What follows belongs to an exercise in optimizing a design on an open flow for small area, a short achievable clock period and few clock cycles per item; a production flow would make more cautious choices.
At most, simulation tests tie the RTL to the original design; equivalence was not proved.
No functional check of the RTL was part of runs 5 and 6.

[flow/constraint.sdc]
create_clock -name core_clock -period 10.0 [get_ports {Clk}]
set_input_delay 2.0000 -clock core_clock [delete_from_list [all_inputs] [get_ports {Clk}]]
set_output_delay 2.0000 -clock core_clock [all_outputs]
set_load 0.01 [all_outputs]
[flow/standard.sh]
#!/bin/bash
# synth_recipe.tcl (not shown) runs the flow's synth.tcl, then flattens the netlist and writes it again
# the make line also repeats each setting of config.mk as NAME=value (left out here)
make -C /OpenROAD-flow-scripts/flow DESIGN_CONFIG=/design/flow/config.mk WORK_HOME=/design/flow/orfs CLKGATE_MAP_FILE= SYNTH_SCRIPT=/design/flow/synth_recipe.tcl "${@:-finish}"
[flow/config.mk]
export PLATFORM = sky130hd
export DESIGN_NAME = sha256
export DESIGN_NICKNAME = sha256
export VERILOG_FILES = /design/flow/design.v
export SDC_FILE = /design/flow/constraint.sdc
export NUM_CORES = 4
export LEC_CHECK = 0
export ABC_CLOCK_PERIOD_IN_PS = 3000
export CAP_MARGIN = 20
export CORE_MARGIN = 2
export CORE_UTILIZATION = 55
export CTS_CLUSTER_DIAMETER = 80
export CTS_CLUSTER_SIZE = 20
export SETUP_SLACK_MARGIN = 5
export SLEW_MARGIN = 20
export TNS_END_PERCENT = 5
[flow/design.v]
module k_constants (Addr, K);    
    input [5:0] Addr;
    output [31:0] K;
    reg [31:0] current_k;
    assign K = current_k;
    always @ (Addr) begin : addr_mux
        case(Addr)
          00: current_k = 32'h428a2f98;    01: current_k = 32'h71374491;
          02: current_k = 32'hb5c0fbcf;    03: current_k = 32'he9b5dba5;
          04: current_k = 32'h3956c25b;    05: current_k = 32'h59f111f1;
          06: current_k = 32'h923f82a4;    07: current_k = 32'hab1c5ed5;
          08: current_k = 32'hd807aa98;    09: current_k = 32'h12835b01;
          10: current_k = 32'h243185be;    11: current_k = 32'h550c7dc3;
          12: current_k = 32'h72be5d74;    13: current_k = 32'h80deb1fe;
          14: current_k = 32'h9bdc06a7;    15: current_k = 32'hc19bf174;
          16: current_k = 32'he49b69c1;    17: current_k = 32'hefbe4786;
          18: current_k = 32'h0fc19dc6;    19: current_k = 32'h240ca1cc;
          20: current_k = 32'h2de92c6f;    21: current_k = 32'h4a7484aa;
          22: current_k = 32'h5cb0a9dc;    23: current_k = 32'h76f988da;
          24: current_k = 32'h983e5152;    25: current_k = 32'ha831c66d;
          26: current_k = 32'hb00327c8;    27: current_k = 32'hbf597fc7;
          28: current_k = 32'hc6e00bf3;    29: current_k = 32'hd5a79147;
          30: current_k = 32'h06ca6351;    31: current_k = 32'h14292967;
          32: current_k = 32'h27b70a85;    33: current_k = 32'h2e1b2138;
          34: current_k = 32'h4d2c6dfc;    35: current_k = 32'h53380d13;
          36: current_k = 32'h650a7354;    37: current_k = 32'h766a0abb;
          38: current_k = 32'h81c2c92e;    39: current_k = 32'h92722c85;
          40: current_k = 32'ha2bfe8a1;    41: current_k = 32'ha81a664b;
          42: current_k = 32'hc24b8b70;    43: current_k = 32'hc76c51a3;
          44: current_k = 32'hd192e819;    45: current_k = 32'hd6990624;
          46: current_k = 32'hf40e3585;    47: current_k = 32'h106aa070;
          48: current_k = 32'h19a4c116;    49: current_k = 32'h1e376c08;
          50: current_k = 32'h2748774c;    51: current_k = 32'h34b0bcb5;
          52: current_k = 32'h391c0cb3;    53: current_k = 32'h4ed8aa4a;
          54: current_k = 32'h5b9cca4f;    55: current_k = 32'h682e6ff3;
          56: current_k = 32'h748f82ee;    57: current_k = 32'h78a5636f;
          58: current_k = 32'h84c87814;    59: current_k = 32'h8cc70208;
          60: current_k = 32'h90befffa;    61: current_k = 32'ha4506ceb;
          62: current_k = 32'hbef9a3f7;    63: current_k = 32'hc67178f2;
        endcase
    end
endmodule
module calc_w (W0, W1, W9, W14, WOut);
    input  [31:0] W0, W1, W9, W14;
    output [31:0] WOut;
    wire [31:0] s0 = {W1[6:0], W1[31:7]} ^ {W1[17:0], W1[31:18]} ^ (W1 >> 3);
    wire [31:0] s1 = {W14[16:0], W14[31:17]} ^ {W14[18:0], W14[31:19]} ^ (W14 >> 10);
    wire [31:0] x1s, x1c, x2s, x2c;
    csa32 c1 (W0, W9, s0, x1s, x1c);
    csa32 c2 (x1s, x1c, s1, x2s, x2c);
    assign WOut = x2s + x2c;
endmodule
module hash_algorithm (HKW, A, B, C, D, E, F, G, AOut, EOut);
    input  [31:0] HKW, A, B, C, D, E, F, G;
    output [31:0] AOut, EOut;
    wire [31:0] s1  = {E[5:0], E[31:6]} ^ {E[10:0], E[31:11]} ^ {E[24:0], E[31:25]};
    wire [31:0] ch  = (E & F) ^ (~E & G);
    wire [31:0] s0  = {A[1:0], A[31:2]} ^ {A[12:0], A[31:13]} ^ {A[21:0], A[31:22]};
    wire [31:0] maj = (A & B) | (C & (A | B));
    wire [31:0] e1s, e1c, e2s, e2c;
    csa32 ce1 (HKW, s1, ch, e1s, e1c);
    csa32 ce2 (e1s, e1c, D, e2s, e2c);
    assign EOut = e2s + e2c;
    wire [31:0] x1s, x1c, x2s, x2c, x3s, x3c;
    csa32 c1 (HKW, ch, maj, x1s, x1c);
    csa32 c2 (x1s, x1c, s1, x2s, x2c);
    csa32 c3 (x2s, x2c, s0, x3s, x3c);
    assign AOut = x3s + x3c;
endmodule
module csa32 (X, Y, Z, S, C);
    input  [31:0] X, Y, Z;
    output [31:0] S, C;
    wire [31:0] m = (X & Y) | (X & Z) | (Y & Z);
    assign S = X ^ Y ^ Z;
    assign C = {m[30:0], 1'b0};
endmodule
module sha256 (Clk, Reset, Start, Chunk, Digest, DigestReady);
    input          Clk;
    input          Reset;
    input          Start;
    input  [511:0] Chunk;
    output [255:0] Digest;
    output reg     DigestReady;
    localparam [31:0] H0A = 32'h6a09e667, H0B = 32'hbb67ae85,
                      H0C = 32'h3c6ef372, H0D = 32'ha54ff53a,
                      H0E = 32'h510e527f, H0F = 32'h9b05688c,
                      H0G = 32'h1f83d9ab, H0H = 32'h5be0cd19;
    localparam [31:0] K0  = 32'h428a2f98, K1  = 32'h71374491,
                      K63 = 32'hc67178f2;
    localparam [31:0] DFIX = H0E - H0A;    
    reg         busy;                  
    reg  [5:0]  cnt;                   
    reg  [31:0] kreg;                  
    reg  [31:0] a, b, c, d, e, f, g, h;
    reg  [31:0] hkw;                   
    reg  [31:0] w [0:15];              
    wire [31:0] k, w_new, a_new, e_new;
    wire        last = busy && (cnt == 6'd1);     
    wire        r62  = busy && (cnt == 6'd0);     
    k_constants    kc (cnt, k);
    calc_w         cw (w[0], w[1], w[9], w[14], w_new);
    hash_algorithm ha (hkw, a, b, c, d, e, f, g, a_new, e_new);
    wire [31:0] p1s, p1c;
    csa32 p1 (g, kreg, w[1], p1s, p1c);
    wire [31:0] d_add = c + (last ? H0D : DFIX);
    wire [31:0] w0 = Chunk[511:480];
    always @(posedge Clk, negedge Reset) begin
        if (!Reset) begin
            busy        <= 1'b0;
            cnt         <= 6'd2;
            DigestReady <= 1'b0;
        end else begin
            cnt <= busy ? cnt + 6'd1 : 6'd2;
            if (busy) begin
                if (last) begin
                    busy        <= 1'b0;
                    DigestReady <= 1'b1;
                end
            end else if (Start) begin
                busy        <= 1'b1;
                DigestReady <= 1'b0;
            end
        end
    end
    integer i;
    always @(posedge Clk) begin
        if (busy) begin
            kreg <= last ? K0 : (cnt == 6'd63) ? K63 + H0A : k;
            hkw  <= p1s + p1c;
            for (i = 0; i < 15; i = i + 1) w[i] <= w[i + 1];
            w[15] <= w_new;
            if (last) begin
                {b, c, d} <= {a + H0B, b + H0C, d_add};
                {f, g, h} <= {e + H0F, f + H0G, g + H0H};
            end else if (r62) begin
                {b, c, d} <= {a, b, d_add};
                {f, g, h} <= {e, f, g};
            end else begin
                {b, c, d} <= {a, b, c};
                {f, g, h} <= {e, f, g};
            end
        end else begin
            kreg <= Start ? K1 : K0;
            hkw  <= w0 + (H0H + K0);
            for (i = 0; i < 16; i = i + 1) w[i] <= Chunk[511 - 32*i -: 32];
            if (Start) begin
                {b, c, d} <= {H0B, H0C, H0D};
                {f, g, h} <= {H0F, H0G, H0H};
            end
        end
    end
    wire [31:0] a_idle = (a & ~{32{Start}}) | (H0A & {32{Start}});
    wire [31:0] e_idle = (e & ~{32{Start}}) | (H0E & {32{Start}});
    always @(posedge Clk) begin
        a <= busy ? a_new : a_idle;
        e <= busy ? e_new : e_idle;
    end
    assign Digest = {a, b, c, d, e, f, g, h};
endmodule
[flow/flow/run.sh]
#!/bin/bash
# The standard layout (the standard.sh) with two changes:
#  - the port buffers inserted before placement are made from the smallest
#    buffer instead of the resizer's default pick;
#  - Yosys's synth skips its internal quick ABC pass (-noabc), so that the
#    full adders ORFS extracts from the carry-save logic keep the polarity
#    the RTL gives them instead of gaining inverters between them. ORFS's
#    own ABC mapping after adder extraction runs as usual.
set -euo pipefail
bash standard.sh "BUFFER_PORTS_ARGS=-buffer_cell sky130_fd_sc_hd__buf_1" "SYNTH_ARGS=-noabc" finish > standard_flow.log 2>&1
==> run summary, run 1 <==
Core Region 86,900 µm²; Max transition margin 27.7%; clk_skew 27.7 ps; DRC 0; WHS Endpoint w[4][1]; commonest register cell after synthesis dfxtp_1; DIE AREA around 90,000 µm²; final hold viol count 0; hold_buf cts 0; commonest non-fill, non-tap cell in the layout buf_1; share of layout cells above drive strength 1 around 15%; Min-Delay Path Depth 1; gr usage total 38.8%; Final WS setup between 4000 and 5000 ps; GR Overflow Total 0; die span in x roughly 300 µm; ranking of synthesized cells by area dfxtp_1 27%, mux2_2 12%, edfxtp_1 12%; Syn. warnings 4; worst slack, placed between 3000 and 4000 ps; row count roughly 110; CTS Root Cell clkbuf_16; Post-DP Area between 50,000 and 60,000 µm²; WP data arrival ~5600 ps; crit path launch type register; sequential share of the synthesized area 38.9%; Yosys top cell by area dfxtp_1; RSZ-0062 raised after global routing yes; Worst-Skew Late Latency 670 ps; GPL Wtd Cong around 1; number of H-tree levels 2; Final Slew Violations 0; Hold Path Origin w[5][1]; Final ANT Viol Nets 0; Clock Sinks 840; Req. time, crit path roughly 11,000 ps; synthesized area per cell about 11 µm²; outcome complete, no violations; first-pass GRT wire length 255,000 µm; R2R depth 17; DRT Pass-1 Iters 9; worst-path maximum fanout 3; most frequent cells in the layout 771 x buf_1, 612 x dfxtp_1, 534 x mux2_2, 398 x xnor2_1, 307 x nand2_1; Die Ht ~300 µm; Max Cap Violations 0; Starting Density 55.5%; CP Capture Type register; reg2reg end a[23]; CP Class reg -> reg; R2R Setup Slk a little under 5000 ps; worst r2r src b[1]; routed length per instance around 28 µm; syn nets ~5.5k; via count about 40k; TritonCTS clock tree done; Synth top area share between 20% and 30%; CTS buffer count 53; post-synthesis async set-or-reset flop share less than 1%; Final period util 50.3%; Via density slightly above 6; Max Buffers Root-to-Sink 3; Synth cell types 94; I/O Buffers between 700 and 800; minimum clock period around 5000 ps; Seq cells post-synth 840; post-route cell area around 54,000 µm²; Post-Synthesis Cells 4,577; Post-Route WL around 180,000 µm; Fin Setup TNS 0 ps; synthesized cell area 48,200 µm²; Final setup viols 0; initial drt markers just over 4k; area grow syn2layout 12.3%; NumNets Final a little over 6k; initial antenna violation count 27; DP Wirelength 141,000 µm; Clk pin slew, worst setup/hold paths about 90 ps; worst slew pin tran roughly 1100 ps; Worst Hold Class reg -> reg; Fmax around 200 MHz; vias in the first global route ~37k; I/O pins 772; largest net degree at the start of global routing around 170; EDFF count, synth around 190
## cell type report
class	count	area (µm²)
Inverter	58	235
Antenna cell	10	25.0
Multi-Input combinational cell	3408	28300
Fill cell	7420	32700
Timing Repair Buffer	865	3660
Tap cell	1155	1450
Sequential cell	840	18800
Clock inverter	16	183
Clock buffer	66	1420
## Yosys cell counts (9+ instances only)
| cell | n |
|---|---|
| buf_1 | 31 |
| maj3_1 | 33 |
| a21boi_0 | 9 |
| ha_1 | 147 |
| o31ai_1 | 19 |
| o22ai_1 | 27 |
| o21bai_1 | 21 |
| o21ai_1 | 29 |
| or2_2 | 10 |
| nor2b_1 | 19 |
| nand3b_1 | 9 |
| xnor2_1 | 399 |
| nand4_1 | 15 |
| a21o_1 | 62 |
| inv_1 | 57 |
| clkbuf_1 | 239 |
| and2_1 | 24 |
| nor2_1 | 272 |
| a211o_1 | 15 |
| nand2b_1 | 25 |
| a22oi_1 | 13 |
| o211ai_1 | 29 |
| edfxtp_1 | 192 |
| a31oi_1 | 33 |
| or3_1 | 47 |
| nand2_1 | 307 |
| o21a_1 | 26 |
| and4_1 | 9 |
| mux2i_1 | 9 |
| fa_1 | 248 |
| and3_1 | 36 |
| xor2_1 | 122 |
| o21ai_0 | 244 |
| a311oi_1 | 11 |
| a221oi_1 | 12 |
| mux2_2 | 534 |
| dfxtp_1 | 640 |
| a211oi_1 | 32 |
| nor4_1 | 21 |
| a21oi_1 | 296 |
| nor3_1 | 61 |
| nand3_1 | 77 |
## layer usage
metal,track usage [%],wire (µm),up-vias
met3,9.24,17700,384
met4,14.6,7940,26
met1,52.2,73400,19100
met5,0,161,-
li1,-,-,17500
met2,60.8,82000,2047
## how the worst max path moves through the flow
stage	cells after the start	slack [ps]	end	start
finish	17	4970	a[23]	b[1]
global route	15	4830	a[29]	b[1]
CTS	14	4950	a[29]	e[10]
detailed placement	19	3810	d[31]	cnt[1]
global placement	19	3890	d[31]	cnt[1]
floorplan	16	4800	a[29]	e[1]
## worst max-delay path: stages (launching register included)
cell      delay (ps)
edfxtp_1         430
maj3_2           370
fa_1             560
fa_1             420
fa_1             440
ha_2             200
fa_2             350
a21o_1           230
a221oi_4         330
o221ai_4         180
a311oi_4         390
buf_4            170
buf_4            110
o21bai_1          80
a31o_1           220
a21oi_1          160
xor2_1           180
o21ai_1           70
## cells by family (layout without fill, tap and decap cells)
| kind of cell | count (synthesis) | in the layout | synth area share [%] |
|---|---|---|---|
| DFF | 840 | 840 | 38.9 |
| buffers and inverters | 330 | 1005 | 2.59 |
| adders and majority gates | 428 | 428 | 14.8 |
| muxes | 543 | 543 | 12.7 |
| other | 0 | 10 | 0 |
| xor gates and xnor gates | 521 | 521 | 9.46 |
| AOI/OAI and AO/OA | 966 | 966 | 12.5 |
| and+or+nand+nor | 949 | 950 | 9.12 |
## timing repair
| item | 4_1_cts | 5_1_grt |
|---|---|---|
| setup endpoints to repair | 42 | 33 |
| pin swaps | 6 | 16 |
| gates cloned | 1 | 1 |
| gates resized for setup | 40 | 28 |
| setup buffers | 21 | 32 |
## through the flow
| step | instances | hold slack, ps | util [%] |
|---|---|---|---|
| after floorplan | 4577 | 433 | - |
| after global placement | 6270 | 436 | 59.7 |
| after detailed placement | 6270 | 438 | 59.7 |
| after CTS | 6374 | 452 | 61.9 |
| after global routing | 6414 | 466 | 62.3 |
| final | 6418 | 451 | 62.3 |
## flip-flops by register name, summed over array words and instances, names as in the netlist
| signal | count |
|---|---|
| c | 32 |
| f | 32 |
| hkw | 32 |
| busy | 1 |
| kreg | 32 |
| d | 32 |
| h | 32 |
| e | 32 |
| b | 32 |
| a | 32 |
| g | 32 |
| cnt | 6 |
| w | 512 |
| DigestReady | 1 |
Testbench counts, summed over its fixed seeds: cycles 16,640, hashes 256.
==> run 2: changes to the inputs <==
--- a/flow/config.mk
+++ b/flow/config.mk
@@ -9,8 +9,7 @@
 export CAP_MARGIN = 20
 export CORE_MARGIN = 2
-export CORE_UTILIZATION = 55
+export CORE_UTILIZATION = 58
 export CTS_CLUSTER_DIAMETER = 80
 export CTS_CLUSTER_SIZE = 20
 export SETUP_SLACK_MARGIN = 5
 export SLEW_MARGIN = 20
-export TNS_END_PERCENT = 5
==> run 2 against run 1 <==
Critical path depth fell by 2; final area rose by 0.51%; die area fell by 5.1%; maximum frequency rose by 3.0%; synthesized cell count did not move; via count rose by 0.46%; global-route usage rose by 1.4 points; largest cell class unchanged; highest routed layer unchanged.
==> run summary, run 2 <==
outcome complete, no violations (unchanged); Synth cell types 94 (unchanged); Starting Density 58.6% (was 55.5%); Post-Synth Simple-Gate Area 9.12% (unchanged); Post-DP Area 51,800 µm² (was 51,900 µm²); worst-path maximum fanout 12 (was 3); CTS Root Cell clkbuf_16 (unchanged); Max transition margin 20.2% (was 27.7%); final hold viol count 0 (unchanged); initial antenna violation count 25 (was 27); worst stage delay on the critical path 800 ps (was 560 ps); Syn. warnings 4 (unchanged); Yosys top cell by area dfxtp_1 (unchanged); Synth top area share 26.6% (unchanged); gr usage total 40.2% (was 38.8%); Clock Sinks 840 (unchanged); largest net degree at the start of global routing 188 (was 169); most frequent cells in the layout 771 x buf_1, 599 x dfxtp_1, 533 x mux2_2, 395 x xnor2_1, 306 x nand2_1 (was 771 x buf_1, 612 x dfxtp_1, 534 x mux2_2, 398 x xnor2_1, 307 x nand2_1); Req. time, crit path 10,520 ps (was 10,530 ps); Final Slew Violations 0 (unchanged); WP data arrival 5400 ps (was 5570 ps); GPL Wtd Cong 1.01 (was 1.00); Die Ht 292 µm (was 300 µm); Final period util 48.9% (was 50.3%); row count 105 (was 108); CP Capture Type register (unchanged); Post-Layout Cell Count 6,359 (was 6,418); I/O pins 772 (unchanged); first-pass GRT wire length 252,000 µm (was 255,000 µm); Worst-Skew Late Latency 660 ps (was 670 ps); Clk pin slew, worst setup/hold paths 90 ps (about the same); CP startpoint e[30] (was b[1]); DRC 0 (unchanged); crit path launch type register (unchanged); sequential share of the synthesized area 38.9% (unchanged); crit-path cells xnor2_1 > xnor2_1 > fa_1 > fa_1 > ha_1 > nand3_1 > nor2_1 > and4_1 > nand3_1 > o21ai_0 > o31ai_2 > buf_4 > a21boi_0 > mux2i_1 > a311oi_1 (was maj3_2 > fa_1 > fa_1 > fa_1 > ha_2 > fa_2 > a21o_1 > a221oi_4 > o221ai_4 > a311oi_4 > buf_4 > buf_4 > o21bai_1 > a31o_1 > a21oi_1 > xor2_1 > o21ai_1); ranking of synthesized cells by area dfxtp_1 27%, mux2_2 12%, edfxtp_1 12% (unchanged); buffers and inverters on the worst path 1 (was 2); Hold Path Origin w[8][28] (was w[5][1]); Via density 6.16 (was 6.07); die span in x 292 µm (was 300 µm); mux contribution to synthesized area 12.7% (unchanged); number of H-tree levels 2 (unchanged); TritonCTS clock tree done (unchanged); commonest non-fill, non-tap cell in the layout buf_1 (unchanged); DRT Pass-1 Iters 8 (was 9); Post-Synthesis Cells 4,577 (unchanged); Largest Register w (unchanged); Adder-Cell Fraction of Synth Area 14.8% (unchanged); Post-Route WL 179,000 µm (was 181,000 µm); largest family of logic cells by synthesized area adder cells (unchanged); Max Buffers Root-to-Sink 3 (unchanged); Final ANT Viol Nets 0 (unchanged); initial drt markers 4,448 (was 4,109); Fmax 205 MHz (was 199 MHz); area grow syn2layout 12.9% (was 12.3%); I/O Buffers 771 (unchanged); worst slew pin tran 1190 ps (was 1090 ps); NumNets Final 6,161 (was 6,136); clk_skew 30.2 ps (was 27.7 ps); post-synthesis async set-or-reset flop share 0.952% (unchanged); synth cell count leaders 640 x dfxtp_1, 534 x mux2_2, 399 x xnor2_1 (unchanged); post-route cell area 54,400 µm² (was 54,200 µm²); slowest CP cell dfxtp_1 (was fa_1); Fin Setup TNS 0 ps (unchanged); Max Cap Violations 0 (unchanged); hold_buf cts 0 (unchanged); via count 39.2k (was 39.0k); Seq cells post-synth 840 (unchanged); DP Wirelength 138,000 µm (was 141,000 µm); Final setup viols 0 (unchanged); Post-Place Cells 6,184 (was 6,270); Worst Hold Class reg -> reg (unchanged); post-layout util 66.2% (was 62.3%); cell family with most CP delay adder cells (unchanged); commonest register cell after synthesis dfxtp_1 (unchanged); Post-Synth XOR/XNOR Area 9.46% (unchanged); count leader, synth dfxtp_1 (unchanged); synthesized cell area 48,200 µm² (unchanged); RSZ-0062 raised after global routing yes (unchanged); vias in the first global route 37.2k (about the same); CP Class reg -> reg (unchanged); GR Overflow Total 0 (unchanged); CTS buffer count 53 (unchanged); share of layout cells above drive strength 1 16.0% (was 15.1%); minimum clock period 4890 ps (was 5030 ps); EDFF count, synth 192 (unchanged); routed length per instance 28.1 µm (was 28.2 µm); DIE AREA 85,500 µm² (was 90,100 µm²); R2R Setup Slk 5110 ps (was 4970 ps); worst r2r src e[30] (was b[1]); syn nets 5,487 (unchanged); Synth Area in Compound Gates 12.5% (unchanged); synthesized area per cell 10.5 µm² (unchanged); max FFs per register 512 (unchanged); Core Region 82,200 µm² (was 86,900 µm²)
==> run 2: timing repair <==
item                       4_1_cts  5_1_grt
setup endpoints to repair       30       29
pin swaps                       11       15
hold endpoints to repair         0        0
gates cloned                     1        1
resized for setup               52       51
buffers inserted                34       46
==> run 2: layout make-up <==
type,instances,area [µm²]
antenna,10,25.0
clock buffer,68,1430
clock inverter,15,221
fill,6729,27800
inverter,58,231
multi-input combinational,3407,28400
sequential,840,18900
tap,1070,1340
timing repair buffer,891,3900
==> run 2: final timing paths <==
kind / to / cells after the start
max in group asynchronous: busy / 1
max reg2reg: e[28] / 15
min: w[7][28] / 1
min reg2reg: w[7][28] / 1
min in group asynchronous: DigestReady / 1
max: e[28] / 15
==> run 2: per-stage QoR <==
| step | hold slack, ps | setup slack (ps) |
|---|---|---|
| 6_report | 452 | 5110 |
| 5_1_grt | 462 | 4930 |
| 4_1_cts | 451 | 5000 |
| 3_5_place_dp | 439 | 3920 |
| 3_3_place_gp | 435 | 4050 |
| 2_1_floorplan | 433 | 5020 |
==> run 2: logic make-up after synthesis <==
family | count (synthesis)
AO/OA/AOI/OAI | 966
AND/OR/NAND/NOR | 949
flip-flops | 840
multiplexers | 543
XOR/XNOR | 521
adder cells (fa/ha/maj) | 428
buffers and inverters | 330
==> run 2: layer usage <==
layer | track usage (%) | wire length (µm)
met2 | 62.7 | 80400
met5 | 0 | 227
met4 | 16.3 | 8450
met1 | 52.6 | 69200
met3 | 11.9 | 20500
==> run 3: changes to the inputs <==
--- a/flow/config.mk
+++ b/flow/config.mk
@@ -9,7 +9,7 @@
 export CAP_MARGIN = 20
 export CORE_MARGIN = 2
-export CORE_UTILIZATION = 58
-export CTS_CLUSTER_DIAMETER = 80
-export CTS_CLUSTER_SIZE = 20
+export CORE_UTILIZATION = 55
+export CTS_CLUSTER_DIAMETER = 60
+export CTS_CLUSTER_SIZE = 30
 export SETUP_SLACK_MARGIN = 5
 export SLEW_MARGIN = 20
==> run 3 against run 2 <==
Still clean on timing, DRC and antenna; final cell count is 1.6% higher; worst setup slack worse by 38 ps; maximum frequency is 0.76% lower; synthesized cell count stayed put; sequential cell count stayed put; area after synthesis stayed put; clock skew is 9.4 ps higher; largest cell class unchanged.
==> run summary, run 3 <==
Req. time, crit path 10,530 ps (was 10,520 ps); sequential share of the synthesized area 38.9% (unchanged); DRC 0 (unchanged); Min-Delay Path Depth 1 (unchanged); Final Slew Violations 0 (unchanged); R2R depth 16 (was 15); RSZ-0062 raised after global routing yes (unchanged); share of layout cells above drive strength 1 16.0% (about the same); vias in the first global route 37.2k (about the same); register area 18,900 µm² (about the same); Max Cap Violations 0 (unchanged); worst slew pin tran 1120 ps (was 1190 ps); Post-DP Area 51,900 µm² (was 51,800 µm²); ranking of synthesized cells by area dfxtp_1 27%, mux2_2 12%, edfxtp_1 12% (unchanged); area grow syn2layout 14.7% (was 12.9%); Via density 6.03 (was 6.16); gr usage total 39.1% (was 40.2%); Post-Route WL 182,000 µm (was 179,000 µm); Most Used Layer, Global Route met2 (unchanged); CTS Root Cell clkbuf_16 (unchanged); routed length per instance 28.2 µm (was 28.1 µm); synth cell count leaders 640 x dfxtp_1, 534 x mux2_2, 399 x xnor2_1 (unchanged); area occupied by multi-input gates 28,400 µm² (about the same); Post-Synthesis Cells 4,577 (unchanged); TritonCTS clock tree done (unchanged); CTS buffer count 74 (was 53); Hold Path Origin w[7][22] (was w[8][28]); GPL Wtd Cong 0.988 (was 1.01); GR Overflow Total 0 (unchanged); minimum clock period 4920 ps (was 4890 ps); met2 Usage GRT 60.6% (was 62.7%); number of fill cells 7,436 (was 6,729); GR Util met3 9.05% (was 11.9%); Largest Register w (unchanged); crit path launch type register (unchanged); initial antenna violation count 35 (was 25); commonest non-fill, non-tap cell in the layout buf_1 (unchanged); worst r2r src c[1] (was e[30]); clk_skew 39.6 ps (was 30.2 ps); via count 39.0k (was 39.2k); GR Layer Usage met1 53.1% (was 52.6%); initial drt markers 4,435 (was 4,448); EDFF count, synth 192 (unchanged); crit-path cells maj3_2 > fa_1 > fa_1 > fa_1 > ha_2 > fa_2 > a21o_1 > a221oi_4 > o221ai_4 > a311oi_4 > nor3_2 > o41a_1 > buf_4 > nand4_1 > a211o_1 > nand3_1 (was xnor2_1 > xnor2_1 > fa_1 > fa_1 > ha_1 > nand3_1 > nor2_1 > and4_1 > nand3_1 > o21ai_0 > o31ai_2 > buf_4 > a21boi_0 > mux2i_1 > a311oi_1); I/O Buffers 771 (unchanged); R2R Setup Slk 5080 ps (was 5110 ps); Syn. warnings 4 (unchanged); most frequent CP cell fa_1; die span in x 300 µm (was 292 µm); row count 108 (was 105); Final setup viols 0 (unchanged); Synth cell types 94 (unchanged); buffers and inverters on the worst path 1 (unchanged); slowest CP cell fa_1 (was dfxtp_1); post-synthesis async set-or-reset flop share 0.952% (unchanged); Die Ht 300 µm (was 292 µm); Seq cells post-synth 840 (unchanged); Synth top area share 26.6% (unchanged); count leader, synth dfxtp_1 (unchanged); synthesized cell area 48,200 µm² (unchanged); Clk pin slew, worst setup/hold paths 100 ps (was 90 ps); largest net degree at the start of global routing 181 (was 188); Final ANT Viol Nets 0 (unchanged); post-route cell area 55,300 µm² (was 54,400 µm²); NumNets Final 6,141 (was 6,161); reg2reg end a[31] (was e[28]); DRT Pass-1 Iters 6 (was 8); DP Wirelength 141,000 µm (was 138,000 µm); WHS Endpoint w[6][22] (was w[7][28]); syn nets 5,487 (unchanged); CP Class reg -> reg (unchanged); hold_ws 445 ps (was 452 ps); Final period util 49.2% (was 48.9%); Fmax 203 MHz (was 205 MHz); cell family with most CP delay adder cells (unchanged); Yosys top cell by area dfxtp_1 (unchanged); hold_buf cts 0 (unchanged); Worst Hold Class reg -> reg (unchanged); Max Buffers Root-to-Sink 3 (unchanged); CP Capture Type register (unchanged); WP data arrival 5450 ps (was 5400 ps); Max transition margin 24.7% (was 20.2%); Fin Setup TNS 0 ps (unchanged); worst-path maximum fanout 3 (was 12); outcome complete, no violations (unchanged); Worst-Skew Late Latency 670 ps (was 660 ps); Starting Density 55.5% (was 58.6%); I/O pins 772 (unchanged); DIE AREA 90,100 µm² (was 85,500 µm²); Clock Sinks 840 (unchanged); most frequent cells in the layout 771 x buf_1, 604 x dfxtp_1, 534 x mux2_2, 396 x xnor2_1, 307 x nand2_1 (was 771 x buf_1, 599 x dfxtp_1, 533 x mux2_2, 395 x xnor2_1, 306 x nand2_1); commonest register cell after synthesis dfxtp_1 (unchanged); first-pass GRT wire length 256,000 µm (was 252,000 µm); final hold viol count 0 (unchanged); worst stage delay on the critical path 560 ps (was 800 ps); max FFs per register 512 (unchanged); synthesized area per cell 10.5 µm² (unchanged); number of H-tree levels 3 (was 2); Core Region 86,900 µm² (was 82,200 µm²)
==> run 3: kinds of logic after synthesis <==
family	share of synthesized area (%)
adders and majority gates	14.8
buffers and inverters	2.59
muxes	12.7
DFF	38.9
AOI/OAI and AO/OA	12.5
and+or+nand+nor	9.12
xor gates and xnor gates	9.46
==> run 3: area by class of cell <==
cell class / instances / share of cell area [%]
clock buffer: 82 / 3.59
antenna: 14 / 0.0633
sequential: 840 / 34.1
tap: 1155 / 2.61
multi-input combinational: 3408 / 51.3
timing repair buffer: 849 / 6.40
clock inverter: 56 / 1.56
inverter: 58 / 0.418
==> run 3: layer usage <==
metal / up-vias / share of wire, %
met1: 18900 / 41
li1: 17600 / -
met3: 411 / 9.8
met5: - / 0.089
met4: 24 / 4.4
met2: 2106 / 45
==> run 3: per-stage QoR <==
step | utilization, % | setup WS (ps) | std cells
after global placement | 59.7 | 4340 | 6265
after floorplan | - | 5020 | 4577
after detailed placement | 59.7 | 4290 | 6265
final | 63.7 | 5080 | 6462
after CTS | 63.4 | 4990 | 6439
after global routing | 63.7 | 4950 | 6457
==> run 3: repair_timing <==
action                                 in CTS  in global routing
setup endpoints to repair                  31                 22
endpoints found under the hold margin       0                  0
cloned                                      1                  1
setup buffers                              35                  8
resized for setup                          51                 27
pin swaps                                  13                  6
==> run 3: worst max path at each step <==
stage	slack [ps]	cells past startpoint	endpoint	start
floorplan	5020	16	a[29]	e[1]
global placement	4340	16	d[30]	cnt[5]
detailed placement	4290	16	d[30]	cnt[5]
CTS	4990	15	a[29]	c[1]
global route	4950	15	a[29]	c[1]
finish	5080	16	a[31]	c[1]
==> run 4: changes to the inputs <==
--- a/flow/flow/run.sh
+++ b/flow/flow/run.sh
@@ -8,3 +8,3 @@
 #    own ABC mapping after adder extraction runs as usual.
 set -euo pipefail
-bash standard.sh "BUFFER_PORTS_ARGS=-buffer_cell sky130_fd_sc_hd__buf_1" "SYNTH_ARGS=-noabc" finish > standard_flow.log 2>&1
+bash standard.sh "BUFFER_PORTS_ARGS=-buffer_cell sky130_fd_sc_hd__buf_1" "SYNTH_ARGS=-noabc" SETUP_SLACK_MARGIN=5.5 finish > standard_flow.log 2>&1
--- a/flow/config.mk
+++ b/flow/config.mk
@@ -10,6 +10,6 @@
 export CORE_MARGIN = 2
 export CORE_UTILIZATION = 55
-export CTS_CLUSTER_DIAMETER = 60
-export CTS_CLUSTER_SIZE = 30
+export CTS_CLUSTER_DIAMETER = 80
+export CTS_CLUSTER_SIZE = 20
 export SETUP_SLACK_MARGIN = 5
 export SLEW_MARGIN = 20
==> run 4 against run 3 <==
Still clean on timing, DRC and antenna; final cell count increased by 0.99%; first-iteration DRC count decreased by 5.7%; final area is 1.3% higher; worst hold slack better by 2.1 ps; sequential share of layout area shrank 0.26 points; synthesized cell count is the same; area after synthesis is the same; die area stayed put; largest cell class unchanged.
==> run summary, run 4 <==
via count 39.7k (was 39.0k); Final WS setup 5130 ps (was 5080 ps); Clk pin slew, worst setup/hold paths 80 ps (was 100 ps); Final ANT Viol Nets 0 (unchanged); worst slew pin tran 1150 ps (was 1120 ps); Via density 6.09 (was 6.03); Largest Register w (unchanged); syn nets 5,487 (unchanged); Max Buffers Root-to-Sink 3 (unchanged); Clock Sinks 840 (unchanged); routed length per instance 28.4 µm (was 28.2 µm); vias in the first global route 37.6k (was 37.2k); first-pass GRT wire length 258,000 µm (was 256,000 µm); Final setup viols 0 (unchanged); EDFF count, synth 192 (unchanged); most frequent cells in the layout 771 x buf_1, 564 x dfxtp_1, 526 x mux2_2, 367 x xnor2_1, 304 x nand2_1 (was 771 x buf_1, 604 x dfxtp_1, 534 x mux2_2, 396 x xnor2_1, 307 x nand2_1); post-synthesis async set-or-reset flop share 0.952% (unchanged); commonest non-fill, non-tap cell in the layout buf_1 (unchanged); number of fill cells 7,314 (was 7,436); register area 19,000 µm² (was 18,900 µm²); GR Overflow Total 0 (unchanged); largest net degree at the start of global routing 178 (was 181); GPL Wtd Cong 0.979 (was 0.988); CP Class reg -> reg (unchanged); worst slack, placed 4040 ps (was 4290 ps); WP data arrival 5430 ps (was 5450 ps); outcome complete, no violations (unchanged); Die Ht 300 µm (unchanged); Worst Hold Class reg -> reg (unchanged); Syn. warnings 4 (unchanged); clk_skew 38.6 ps (was 39.6 ps); DRC 0 (unchanged); Post-Route WL 185,000 µm (was 182,000 µm); Seq cells post-synth 840 (unchanged); DP Wirelength 141,000 µm (about the same); Max transition margin 22.9% (was 24.7%); DIE AREA 90,100 µm² (unchanged); Worst-Skew Late Latency 670 ps (about the same); number of H-tree levels 2 (was 3); Post-Place Cells 6,267 (was 6,265); hold_buf cts 0 (unchanged); CTS buffer count 54 (was 74); Max Cap Violations 0 (unchanged); count leader, synth dfxtp_1 (unchanged); area occupied by multi-input gates 29,100 µm² (was 28,400 µm²); I/O Buffers 771 (unchanged); synthesized area per cell 10.5 µm² (unchanged); synthesized cell area 48,200 µm² (unchanged); row count 108 (unchanged); commonest register cell after synthesis dfxtp_1 (unchanged); Yosys top cell by area dfxtp_1 (unchanged); Starting Density 55.5% (unchanged); crit path launch type register (unchanged); NumNets Final 6,246 (was 6,141); Final Slew Violations 0 (unchanged); DRT Pass-1 Iters 9 (was 6); gr usage total 39.4% (was 39.1%); Synth top area share 26.6% (unchanged); TritonCTS clock tree done (unchanged); initial antenna violation count 27 (was 35); initial drt markers 4,181 (was 4,435); area grow syn2layout 16.2% (was 14.7%); RSZ-0062 raised after global routing yes (unchanged); Synth cell types 94 (unchanged); Post-DP Area 51,900 µm² (about the same); post-route cell area 56,100 µm² (was 55,300 µm²); CP Capture Type register (unchanged); ranking of synthesized cells by area dfxtp_1 27%, mux2_2 12%, edfxtp_1 12% (unchanged); DR WL met3 19,200 µm (was 17,900 µm); top sig layer met5 (unchanged); Fin Setup TNS 0 ps (unchanged); Post-Route M1 WL 73,200 µm (was 73,900 µm); CTS Root Cell clkbuf_16 (unchanged); crit-path cells maj3_2 > fa_1 > fa_1 > fa_1 > ha_2 > fa_2 > a21o_1 > a221oi_4 > o221ai_4 > a311oi_4 > nor3_2 > o41a_1 > buf_4 > nand4_1 > a211o_1 > nand3_1 (unchanged); Post-Synthesis Cells 4,577 (unchanged); Fmax 205 MHz (was 203 MHz); minimum clock period 4870 ps (was 4920 ps); sequential share of the synthesized area 38.9% (unchanged); final hold viol count 0 (unchanged); synth cell count leaders 640 x dfxtp_1, 534 x mux2_2, 399 x xnor2_1 (unchanged); slowest CP cell fa_1 (unchanged); Final period util 48.7% (was 49.2%); Core Region 86,900 µm² (unchanged); I/O pins 772 (unchanged); die span in x 300 µm (unchanged); max FFs per register 512 (unchanged); worst stage delay on the critical path 510 ps (was 560 ps); Req. time, crit path 10,560 ps (was 10,530 ps); share of layout cells above drive strength 1 19.8% (was 16.0%); met2 wire len 84,200 µm (was 82,100 µm); worst-path maximum fanout 2 (was 3); Post-Layout Cell Count 6,526 (was 6,462); most frequent CP cell fa_1 (unchanged)
## run 4: cell counts after synthesis
Identical to the previous run, type by type.
## run 4: cells by family after synthesis
| group | share of synthesized area (%) |
|---|---|
| AO/OA/AOI/OAI | 12.5 |
| AND/OR/NAND/NOR | 9.12 |
| flip-flops | 38.9 |
| multiplexers | 12.7 |
| XOR/XNOR | 9.46 |
| adder cells (fa/ha/maj) | 14.8 |
| buffers and inverters | 2.59 |
## run 4: metal layers
metal | vias up | GRT usage, %
li1 | 17700 | -
met4 | 28 | 15.4
met3 | 429 | 10.2
met5 | - | 0
met1 | 19400 | 52.2
met2 | 2192 | 61.9
## run 4: path summary, 6_finish.rpt
kind	from	depth (start not counted)	to	slack [ps]
worst max-delay path	c[1]	16	a[31]	5130
worst max register to register	c[1]	16	a[31]	5130
worst min-delay path	w[4][30]	1	w[3][30]	450
worst min register to register	w[4][30]	1	w[3][30]	450
min in group asynchronous	Reset	1	DigestReady	1360
max in group asynchronous	Reset	1	cnt[3]	8060
## run 4: worst max-delay path: cells and delay by family (launching register included)
family / cells / cell delay [ps]
adders and majority gates: 6 / 2300
and+or+nand+nor: 3 / 270
AOI/OAI and AO/OA: 6 / 1600
buffers and inverters: 1 / 170
DFF: 1 / 430
## run 4: repair_timing
item | 4_1_cts | 5_1_grt
gates resized for setup | 159 | 132
gates cloned | 3 | 2
buffers inserted | 90 | 73
setup endpoints to repair | 73 | 42
pin swaps | 18 | 58
## run 4: cell type report
| cell class | count | share of cell area [%] |
|---|---|---|
| flip-flops and latches | 840 | 33.8 |
| multi-input cells | 3407 | 52.0 |
| repair buffers | 975 | 8.27 |
| inverters | 58 | 0.411 |
| diodes | 8 | 0.0357 |
| clock inverters | 19 | 0.408 |
| well taps | 1155 | 2.58 |
| clock buffers | 64 | 2.50 |
## run 4: through the flow
stage	hold slack, ps	util (%)
final	447	64.5
after CTS	446	63.1
after global routing	464	64.5
after detailed placement	438	59.8
after floorplan	433	-
after global placement	436	59.8
==> run 5: changes to the inputs <==
--- a/flow/design.v
+++ b/flow/design.v
@@ -86,21 +86,21 @@
                       H0E = 32'h510e527f, H0F = 32'h9b05688c,
                       H0G = 32'h1f83d9ab, H0H = 32'h5be0cd19;
-    localparam [31:0] K0  = 32'h428a2f98, K1  = 32'h71374491,
+    localparam [31:0] K0  = 32'h428a2f98,
                       K63 = 32'hc67178f2;
     localparam [31:0] DFIX = H0E - H0A;    
     reg         busy;                  
     reg  [5:0]  cnt;                   
-    reg  [31:0] kreg;                  
     reg  [31:0] a, b, c, d, e, f, g, h;
     reg  [31:0] hkw;                   
     reg  [31:0] w [0:15];              
     wire [31:0] k, w_new, a_new, e_new;
-    wire        last = busy && (cnt == 6'd1);     
-    wire        r62  = busy && (cnt == 6'd0);     
+    wire        last = busy && (cnt == 6'd0);     
+    wire        r62  = busy && (cnt == 6'd63);    
     k_constants    kc (cnt, k);
     calc_w         cw (w[0], w[1], w[9], w[14], w_new);
     hash_algorithm ha (hkw, a, b, c, d, e, f, g, a_new, e_new);
+    wire [31:0] kn = (cnt == 6'd63) ? K63 + H0A : k;
     wire [31:0] p1s, p1c;
-    csa32 p1 (g, kreg, w[1], p1s, p1c);
+    csa32 p1 (g, kn, w[1], p1s, p1c);
     wire [31:0] d_add = c + (last ? H0D : DFIX);
     wire [31:0] w0 = Chunk[511:480];
@@ -108,8 +108,8 @@
         if (!Reset) begin
             busy        <= 1'b0;
-            cnt         <= 6'd2;
+            cnt         <= 6'd1;
             DigestReady <= 1'b0;
         end else begin
-            cnt <= busy ? cnt + 6'd1 : 6'd2;
+            cnt <= busy ? cnt + 6'd1 : 6'd1;
             if (busy) begin
                 if (last) begin
@@ -126,5 +126,4 @@
     always @(posedge Clk) begin
         if (busy) begin
-            kreg <= last ? K0 : (cnt == 6'd63) ? K63 + H0A : k;
             hkw  <= p1s + p1c;
             for (i = 0; i < 15; i = i + 1) w[i] <= w[i + 1];
@@ -141,5 +140,4 @@
             end
         end else begin
-            kreg <= Start ? K1 : K0;
             hkw  <= w0 + (H0H + K0);
             for (i = 0; i < 16; i = i + 1) w[i] <= Chunk[511 - 32*i -: 32];
--- a/flow/flow/run.sh
+++ b/flow/flow/run.sh
@@ -8,3 +8,3 @@
 #    own ABC mapping after adder extraction runs as usual.
 set -euo pipefail
-bash standard.sh "BUFFER_PORTS_ARGS=-buffer_cell sky130_fd_sc_hd__buf_1" "SYNTH_ARGS=-noabc" SETUP_SLACK_MARGIN=5.5 finish > standard_flow.log 2>&1
+bash standard.sh "BUFFER_PORTS_ARGS=-buffer_cell sky130_fd_sc_hd__buf_1" "SYNTH_ARGS=-noabc" finish > standard_flow.log 2>&1
--- a/flow/config.mk
+++ b/flow/config.mk
@@ -9,5 +9,5 @@
 export CAP_MARGIN = 20
 export CORE_MARGIN = 2
-export CORE_UTILIZATION = 55
+export CORE_UTILIZATION = 50
 export CTS_CLUSTER_DIAMETER = 80
 export CTS_CLUSTER_SIZE = 20
==> run 5 against run 4 <==
Still clean on timing, DRC and antenna; die area up 8.9%; critical endpoint is now hkw[31]; area after synthesis down 0.89%; register-to-register slack worse by 240 ps.
==> run summary, run 5 <==
outcome complete, no violations (unchanged); Synth cell types 92 (was 94); share of layout cells above drive strength 1 18.1% (was 19.8%); vias in the first global route 37.3k (was 37.6k); die span in x 313 µm (was 300 µm); Yosys top cell by area dfxtp_1 (unchanged); count leader, synth dfxtp_1 (unchanged); mux contribution to synthesized area 12.7% (about the same); Max Cap Violations 0 (unchanged); Synth Area in Compound Gates 12.8% (was 12.5%); WP data arrival 5760 ps (was 5430 ps); initial antenna violation count 26 (was 27); DIE AREA 98,100 µm² (was 90,100 µm²); minimum clock period 5110 ps (was 4870 ps); first-pass GRT wire length 266,000 µm (was 258,000 µm); Die Ht 313 µm (was 300 µm); Final Slew Violations 0 (unchanged); synthesized cell area 47,800 µm² (was 48,200 µm²); Starting Density 50.4% (was 55.5%); I/O pins 772 (unchanged); Post-Synth Simple-Gate Area 9.48% (was 9.12%); worst slew pin tran 1130 ps (was 1150 ps); Post-Synthesis Cells 4,583 (was 4,577); Req. time, crit path 10,650 ps (was 10,560 ps); syn nets 5,492 (was 5,487); worst-path maximum fanout 35 (was 2); RSZ-0062 raised after global routing yes (unchanged); GPL Wtd Cong 1.02 (was 0.979); most frequent cells in the layout 770 x buf_1, 568 x dfxtp_1, 532 x mux2_2, 386 x xnor2_1, 291 x a21oi_1 (was 771 x buf_1, 564 x dfxtp_1, 526 x mux2_2, 367 x xnor2_1, 304 x nand2_1); Clock Sinks 808 (was 840); GR Overflow Total 0 (unchanged); Via density 6.02 (was 6.09); Final period util 51.1% (was 48.7%); post-synthesis async set-or-reset flop share 0.990% (was 0.952%); Syn. warnings 4 (unchanged); Worst Hold Class reg -> reg (unchanged); hold_ws 447 ps (about the same); crit path launch type register (unchanged); area occupied by multi-input gates 29,100 µm² (about the same); max FFs per register 512 (unchanged); clk_skew 44.1 ps (was 38.6 ps); DP Wirelength 148,000 µm (was 141,000 µm); synthesized area per cell 10.4 µm² (was 10.5 µm²); number of fill cells 8,543 (was 7,314); Largest Register w (unchanged); DRC 0 (unchanged); largest net degree at the start of global routing 175 (was 178); CTS Root Cell clkbuf_16 (unchanged); commonest non-fill, non-tap cell in the layout buf_1 (unchanged); Post-Route WL 191,000 µm (was 185,000 µm); ranking of synthesized cells by area dfxtp_1 25%, mux2_2 13%, edfxtp_1 12% (was dfxtp_1 27%, mux2_2 12%, edfxtp_1 12%); number of H-tree levels 2 (unchanged); I/O Buffers 771 (unchanged); Final ANT Viol Nets 0 (unchanged); Core Region 94,900 µm² (was 86,900 µm²); DRT Pass-1 Iters 6 (was 9); area grow syn2layout 15.3% (was 16.2%); TritonCTS clock tree done (unchanged); synth cell count leaders 608 x dfxtp_1, 533 x mux2_2, 391 x xnor2_1 (was 640 x dfxtp_1, 534 x mux2_2, 399 x xnor2_1); Max Buffers Root-to-Sink 3 (unchanged); sequential share of the synthesized area 37.9% (was 38.9%); register area 18,200 µm² (was 19,000 µm²); Adder-Cell Fraction of Synth Area 14.9% (was 14.8%); initial drt markers 4,659 (was 4,181); EDFF count, synth 192 (unchanged); routed length per instance 29.0 µm (was 28.4 µm); commonest register cell after synthesis dfxtp_1 (unchanged); via count 39.7k (about the same); CP Class reg -> reg (unchanged); NumNets Final 6,186 (was 6,246); Post-Synth XOR/XNOR Area 9.44% (was 9.46%); gr usage total 37.3% (was 39.4%); CTS buffer count 52 (was 54); Final setup viols 0 (unchanged); Clk pin slew, worst setup/hold paths 80 ps (about the same); largest family of logic cells by synthesized area adder cells (unchanged); Seq cells post-synth 808 (was 840); Max transition margin 24.5% (was 22.9%); Fmax 196 MHz (was 205 MHz); row count 113 (was 108); Fin Setup TNS 0 ps (unchanged); Worst-Skew Late Latency 710 ps (was 670 ps); Synth top area share 25.5% (was 26.6%); final hold viol count 0 (unchanged); CP Capture Type register (unchanged)
-- run 5: per-stage QoR --
stage / utilization, % / instances / worst slack [ps] / cell area [µm²]
final: 58.1 / 6584 / 4890 / 55100
after global routing: 58.1 / 6581 / 4880 / 55100
after CTS: 57.0 / 6519 / 4930 / 54100
after detailed placement: 54.6 / 6404 / 3780 / 51800
after global placement: 54.6 / 6404 / 3750 / 51800
after floorplan: - / 4583 / 5000 / 47800
-- run 5: path summary, 6_finish.rpt --
path | endpoint | cells after the start | start | slack, ps
worst max-delay path | hkw[31] | 19 | cnt[2] | 4890
worst min-delay path | w[11][27] | 1 | w[12][27] | 450
worst max register to register | hkw[31] | 19 | cnt[2] | 4890
worst min register to register | w[11][27] | 1 | w[12][27] | 450
max in group asynchronous | cnt[3] | 1 | Reset | 8320
min in group asynchronous | busy | 1 | Reset | 1290
-- run 5: timing repair --
action / CTS / global route
setup endpoints to repair: 58 / 45
pin swaps: 7 / 41
endpoints found under the hold margin: 0 / 0
setup buffers: 30 / 47
cloned: 2 / 5
hold buffers: 0 / 0
gates resized for setup: 113 / 144
-- run 5: logic make-up (layout without fill, tap and decap cells) --
family                   Yosys count  in the layout
flip-flops                       808            808
AO/OA/AOI/OAI                    979            979
multiplexers                     540            540
adder cells (fa/ha/maj)          427            427
XOR/XNOR                         515            515
other                              0             13
AND/OR/NAND/NOR                  971            971
buffers and inverters            343           1066
-- run 5: layout make-up --
class / instances / area share [%]
repair buffers: 915 / 7.82
clock inverters: 18 / 0.474
inverters: 68 / 0.515
clock buffers: 65 / 2.51
multi-input cells: 3432 / 52.7
diodes: 13 / 0.0590
well taps: 1265 / 2.87
flip-flops and latches: 808 / 33.1
-- run 5: routing by layer --
layer / share of wire [%] / global-route usage, % / up-vias / wire (µm)
met5: 0.064 / 0 / - / 123
met4: 4.6 / 14.6 / 18 / 8740
met3: 9.9 / 9.18 / 401 / 18900
met2: 46 / 59.3 / 2075 / 87800
met1: 39 / 49.0 / 19500 / 75300
li1: - / - / 17700 / -
-- run 5: worst max-delay path: stages, from the launching register on --
cell,delay [ps]
dfrtp_2,430
buf_12,150
buf_16,190
nand2b_1,260
a21oi_1,110
a21oi_1,160
a21oi_1,90
a311oi_1,300
a31oi_1,90
a311oi_2,330
fa_1,490
ha_1,250
or3_1,410
o2111ai_2,260
nand3_2,180
o31ai_4,360
a31oi_4,140
a41o_1,280
or4_1,500
nand3_1,70
==> run 6: changes to the inputs <==
--- a/flow/design.v
+++ b/flow/design.v
@@ -61,10 +61,10 @@
     csa32 ce1 (HKW, s1, ch, e1s, e1c);
     csa32 ce2 (e1s, e1c, D, e2s, e2c);
-    assign EOut = e2s + e2c;
+    add32 ae (e2s, e2c, EOut);
     wire [31:0] x1s, x1c, x2s, x2c, x3s, x3c;
     csa32 c1 (HKW, ch, maj, x1s, x1c);
     csa32 c2 (x1s, x1c, s1, x2s, x2c);
     csa32 c3 (x2s, x2c, s0, x3s, x3c);
-    assign AOut = x3s + x3c;
+    add32 aa (x3s, x3c, AOut);
 endmodule
 module csa32 (X, Y, Z, S, C);
@@ -74,4 +74,33 @@
     assign S = X ^ Y ^ Z;
     assign C = {m[30:0], 1'b0};
+endmodule
+module add32 (A, B, S);
+    input  [31:0] A, B;
+    output [31:0] S;
+    wire [31:0] g [1:5];
+    wire [31:0] p [1:5];
+    wire [31:0] t = A | B;
+    wire [31:0] x = A ^ B;
+    assign g[1][0] = A[0] & B[0];
+    assign p[1][0] = t[0];
+    genvar l, i;
+    generate
+        for (i = 1; i < 32; i = i + 1) begin : first
+            assign g[1][i] = (A[i] & B[i]) | ((t[i] & A[i-1]) & B[i-1]);
+            assign p[1][i] = t[i] & t[i-1];
+        end
+        for (l = 1; l < 5; l = l + 1) begin : level
+            for (i = 0; i < 32; i = i + 1) begin : node
+                if (i >= (1 << l)) begin : merge
+                    assign g[l+1][i] = g[l][i] | (p[l][i] & g[l][i - (1 << l)]);
+                    assign p[l+1][i] = p[l][i] & p[l][i - (1 << l)];
+                end else begin : pass
+                    assign g[l+1][i] = g[l][i];
+                    assign p[l+1][i] = p[l][i];
+                end
+            end
+        end
+    endgenerate
+    assign S = x ^ {g[5][30:0], 1'b0};
 endmodule
 module sha256 (Clk, Reset, Start, Chunk, Digest, DigestReady);
@@ -86,21 +115,21 @@
                       H0E = 32'h510e527f, H0F = 32'h9b05688c,
                       H0G = 32'h1f83d9ab, H0H = 32'h5be0cd19;
-    localparam [31:0] K0  = 32'h428a2f98,
+    localparam [31:0] K0  = 32'h428a2f98, K1  = 32'h71374491,
                       K63 = 32'hc67178f2;
     localparam [31:0] DFIX = H0E - H0A;    
     reg         busy;                  
     reg  [5:0]  cnt;                   
+    reg  [31:0] kreg;                  
     reg  [31:0] a, b, c, d, e, f, g, h;
     reg  [31:0] hkw;                   
     reg  [31:0] w [0:15];              
     wire [31:0] k, w_new, a_new, e_new;
-    wire        last = busy && (cnt == 6'd0);     
-    wire        r62  = busy && (cnt == 6'd63);    
+    wire        last = busy && (cnt == 6'd1);     
+    wire        r62  = busy && (cnt == 6'd0);     
     k_constants    kc (cnt, k);
     calc_w         cw (w[0], w[1], w[9], w[14], w_new);
     hash_algorithm ha (hkw, a, b, c, d, e, f, g, a_new, e_new);
-    wire [31:0] kn = (cnt == 6'd63) ? K63 + H0A : k;
     wire [31:0] p1s, p1c;
-    csa32 p1 (g, kn, w[1], p1s, p1c);
+    csa32 p1 (g, kreg, w[1], p1s, p1c);
     wire [31:0] d_add = c + (last ? H0D : DFIX);
     wire [31:0] w0 = Chunk[511:480];
@@ -108,8 +137,8 @@
         if (!Reset) begin
             busy        <= 1'b0;
-            cnt         <= 6'd1;
+            cnt         <= 6'd2;
             DigestReady <= 1'b0;
         end else begin
-            cnt <= busy ? cnt + 6'd1 : 6'd1;
+            cnt <= busy ? cnt + 6'd1 : 6'd2;
             if (busy) begin
                 if (last) begin
@@ -126,4 +155,5 @@
     always @(posedge Clk) begin
         if (busy) begin
+            kreg <= last ? K0 : (cnt == 6'd63) ? K63 + H0A : k;
             hkw  <= p1s + p1c;
             for (i = 0; i < 15; i = i + 1) w[i] <= w[i + 1];
@@ -140,4 +170,5 @@
             end
         end else begin
+            kreg <= Start ? K1 : K0;
             hkw  <= w0 + (H0H + K0);
             for (i = 0; i < 16; i = i + 1) w[i] <= Chunk[511 - 32*i -: 32];
--- a/flow/config.mk
+++ b/flow/config.mk
@@ -9,5 +9,5 @@
 export CAP_MARGIN = 20
 export CORE_MARGIN = 2
-export CORE_UTILIZATION = 50
+export CORE_UTILIZATION = 55
 export CTS_CLUSTER_DIAMETER = 80
 export CTS_CLUSTER_SIZE = 20
==> run 6 against run 5 <==
Count of clock-buffer cells in the layout grew 3; clock skew shrank 3.2 ps; first-iteration DRC count shrank 14%; still clean on timing, DRC and antenna; core utilization grew 4.6 points; critical path depth shrank 1; register-to-register slack gained 110 ps; routed wire length shrank 3.8%.
==> run summary, run 6 <==
DRT Pass-1 Iters 5 (was 6); largest net degree at the start of global routing 173 (was 175); commonest register cell after synthesis dfxtp_1 (unchanged); Syn. warnings 5 (was 4); share of layout cells above drive strength 1 16.4% (was 18.1%); Max Cap Violations 0 (unchanged); WP data arrival 5400 ps (was 5760 ps); gr usage total 38.3% (was 37.3%); GR Overflow Total 0 (unchanged); GR Layer Usage met1 51.3% (was 49.0%); I/O Buffers 771 (unchanged); Clk pin slew, worst setup/hold paths 90 ps (was 80 ps); synth cell count leaders 640 x dfxtp_1, 534 x mux2_2, 397 x xnor2_1 (was 608 x dfxtp_1, 533 x mux2_2, 391 x xnor2_1); Post-DP Area 53,300 µm² (was 51,800 µm²); number of H-tree levels 2 (unchanged); minimum clock period 5000 ps (was 5110 ps); TritonCTS clock tree done (unchanged); outcome complete, no violations (unchanged); largest family of logic cells by synthesized area adder cells (unchanged); Post-Route WL 184,000 µm (was 191,000 µm); Starting Density 55.3% (was 50.4%); Final Slew Violations 0 (unchanged); Clock Sinks 840 (was 808); post-synthesis async set-or-reset flop share 0.952% (was 0.990%); first-pass GRT wire length 259,000 µm (was 266,000 µm); Synth top area share 25.9% (was 25.5%); vias in the first global route 37.9k (was 37.3k); routed length per instance 27.4 µm (was 29.0 µm); ranking of synthesized cells by area dfxtp_1 26%, mux2_2 12%, edfxtp_1 12% (was dfxtp_1 25%, mux2_2 13%, edfxtp_1 12%); via count 39.9k (was 39.7k); crit path launch type register (unchanged); Fin Setup TNS 0 ps (unchanged); Post-Synthesis Cells 4,758 (was 4,583); post-route cell area 56,200 µm² (was 55,100 µm²); met2 Usage GRT 59.1% (was 59.3%); Synth Area in Compound Gates 12.1% (was 12.8%); sequential share of the synthesized area 37.9% (about the same); worst slew pin tran 1160 ps (was 1130 ps); GR Util met3 9.94% (was 9.18%); CP Capture Type register (unchanged); synthesized cell area 49,500 µm² (was 47,800 µm²); Worst-Skew Late Latency 680 ps (was 710 ps); Fmax 200 MHz (was 196 MHz); initial antenna violation count 30 (was 26); Via density 5.95 (was 6.02); area grow syn2layout 13.5% (was 15.3%); Yosys top cell by area dfxtp_1 (unchanged); RSZ-0062 raised after global routing yes (unchanged); final hold viol count 0 (unchanged); DP Wirelength 144,000 µm (was 148,000 µm); worst-path maximum fanout 45 (was 35); Req. time, crit path 10,400 ps (was 10,650 ps); DIE AREA 92,500 µm² (was 98,100 µm²); GPL Wtd Cong 0.981 (was 1.02); CP Class reg -> reg (unchanged); hold_buf cts 0 (unchanged); Final ANT Viol Nets 0 (unchanged); Largest Register w (unchanged); mux contribution to synthesized area 12.3% (was 12.7%); I/O pins 772 (unchanged); die span in x 304 µm (was 313 µm); synthesized area per cell 10.4 µm² (about the same); most frequent cells in the layout 771 x buf_1, 599 x dfxtp_1, 533 x mux2_2, 392 x xnor2_1, 303 x nand2_1 (was 770 x buf_1, 568 x dfxtp_1, 532 x mux2_2, 386 x xnor2_1, 291 x a21oi_1); Max transition margin 21.0% (was 24.5%); Post-Synth Simple-Gate Area 9.05% (was 9.48%); syn nets 5,724 (was 5,492); NumNets Final 6,446 (was 6,186); Most Used Layer, Global Route met2 (unchanged); number of fill cells 7,715 (was 8,543); Die Ht 304 µm (was 313 µm); initial drt markers 3,994 (was 4,659); Worst Hold Class reg -> reg (unchanged); Seq cells post-synth 840 (was 808); Synth cell types 100 (was 92); max FFs per register 512 (unchanged); count leader, synth dfxtp_1 (unchanged); Core Region 89,600 µm² (was 94,900 µm²); CTS buffer count 53 (was 52); clk_skew 40.9 ps (was 44.1 ps); Adder-Cell Fraction of Synth Area 15.8% (was 14.9%); row count 110 (was 113); DRC 0 (unchanged); Max Buffers Root-to-Sink 3 (unchanged); EDFF count, synth 192 (unchanged); CTS Root Cell clkbuf_16 (unchanged); Post-Synth XOR/XNOR Area 9.41% (was 9.44%); Final setup viols 0 (unchanged); commonest non-fill, non-tap cell in the layout buf_1 (unchanged); Final period util 50.0% (was 51.1%)
-- run 6: cell count changes after synthesis, moves of 13 or more --
cell and change:
a21o_1 -41, nand3_1 -28, o22ai_1 +23, a21oi_1 -15, inv_1 +127, a31oi_1 +17
clkbuf_1 -23, o21ai_0 -35, o21ai_1 +18, or2_2 -13, dfxtp_1 +32, nor2_1 +32
ha_1 +59
-- run 6: what timing repair did --
action,4_1_cts,5_1_grt
buffers inserted,6,110
gates resized for setup,31,87
setup endpoints to repair,31,21
pin swaps,3,23
gates cloned,1,0
-- run 6: metal layers --
| layer | routed length (µm) | vias to the layer above |
|---|---|---|
| met4 | 8830 | 28 |
| li1 | - | 18100 |
| met3 | 18200 | 429 |
| met5 | 166 | - |
| met2 | 81400 | 1931 |
| met1 | 75000 | 19400 |
-- run 6: logic make-up (layout without fill, tap and decap cells) --
logic type               Yosys count  count (layout)
AND/OR/NAND/NOR                  966             966
AO/OA/AOI/OAI                    941             941
flip-flops                       840             840
multiplexers                     541             541
XOR/XNOR                         532             532
adder cells (fa/ha/maj)          484             484
buffers and inverters            454            1205
other                              0              16
-- run 6: cell type report --
class / count / area [µm²] / share of cell area [%]
clock inverter: 16 / 228 / 0.405
timing repair inverter: 1 / 5.00 / 0.00890
timing repair buffer: 925 / 4110 / 7.31
multi-input combinational: 3464 / 29300 / 52.2
sequential: 840 / 18900 / 33.6
antenna: 16 / 40.0 / 0.0712
clock buffer: 68 / 1410 / 2.52
inverter: 195 / 749 / 1.33
tap: 1176 / 1470 / 2.62
-- run 6: final timing paths --
| path | from | endpoint | slack (ps) | cells after the start |
|---|---|---|---|---|
| min in group asynchronous | Reset | busy | 1320 | 1 |
| setup reg to reg | cnt[1] | d[29] | 5000 | 18 |
| max in group asynchronous | Reset | busy | 8260 | 1 |
| hold / removal | w[3][7] | w[2][7] | 450 | 1 |
| setup / recovery | cnt[1] | d[29] | 5000 | 18 |
| hold reg to reg | w[3][7] | w[2][7] | 450 | 1 |
-- run 6: metrics by stage --
step                      instances  util, %  hold WS (ps)  setup WS [ps]
after floorplan                4758        -           433           5190
after detailed placement       6484     59.5           438           4130
after global placement         6484     59.5           435           4270
after CTS                      6575     61.5           449           4960
final                          6701     62.7           449           5000
after global routing           6697     62.7           463           4870
-- run 6: critical path, stage by stage, from the launching register on --
cell and delay (ps):
dfstp_2 550, buf_12 240, clkinvlp_4 170, ha_1 300
and3_4 230, nand2_1 170, buf_4 270, clkinvlp_4 220
ha_1 260, ha_1 250, o31ai_2 440, o21ai_2 170
a21boi_2 250, o21ai_2 120, a311o_1 460, a31oi_1 260
o21ai_1 110, xor2_1 190, nand2_1 60

==> what the ideal ports hide <==
The flow's constraints put no driver on any port. The routed layouts listed below were extracted and timed again, unchanged, in two steps. Step 1: set_driving_cell puts a clkbuf_16 on Clk and a buf_2 on each other input, an assumption about the parent block. Step 2 adds t to the input delays and takes it off the output delays; t is the mean of the earliest and latest rising clock arrival at the registers after step 1. Input paths then give back, and output paths get back, about the clock's delay inside the block. Three values: ideal, step 1, step 2; two values: the first two.
run | t, ns | setup WS [ns] | hold WS [ns] | cell pins on the clock port's net
run 1 | 0.724 | 4.965 / 4.965 / 4.572 | 0.451 / 0.451 / 0.451 | 1
run 2 | 0.716 | 5.114 / 5.114 / 5.114 | 0.452 / 0.452 / 0.452 | 1
run 3 | 0.718 | 5.077 / 5.077 / 5.077 | 0.445 / 0.445 / 0.445 | 1
run 4 | 0.724 | 5.132 / 5.132 / 5.132 | 0.447 / 0.447 / 0.447 | 1
run 5 | 0.757 | 4.889 / 4.889 / 4.889 | 0.447 / 0.447 / 0.447 | 1
run 6 | 0.728 | 5.000 / 5.000 / 5.000 | 0.449 / 0.449 / 0.449 | 1
After both steps every run listed still meets setup and hold. The setup slack of run 1, which loses most, moves by 0.000 ns with the drivers and by -0.393 ns with both steps.
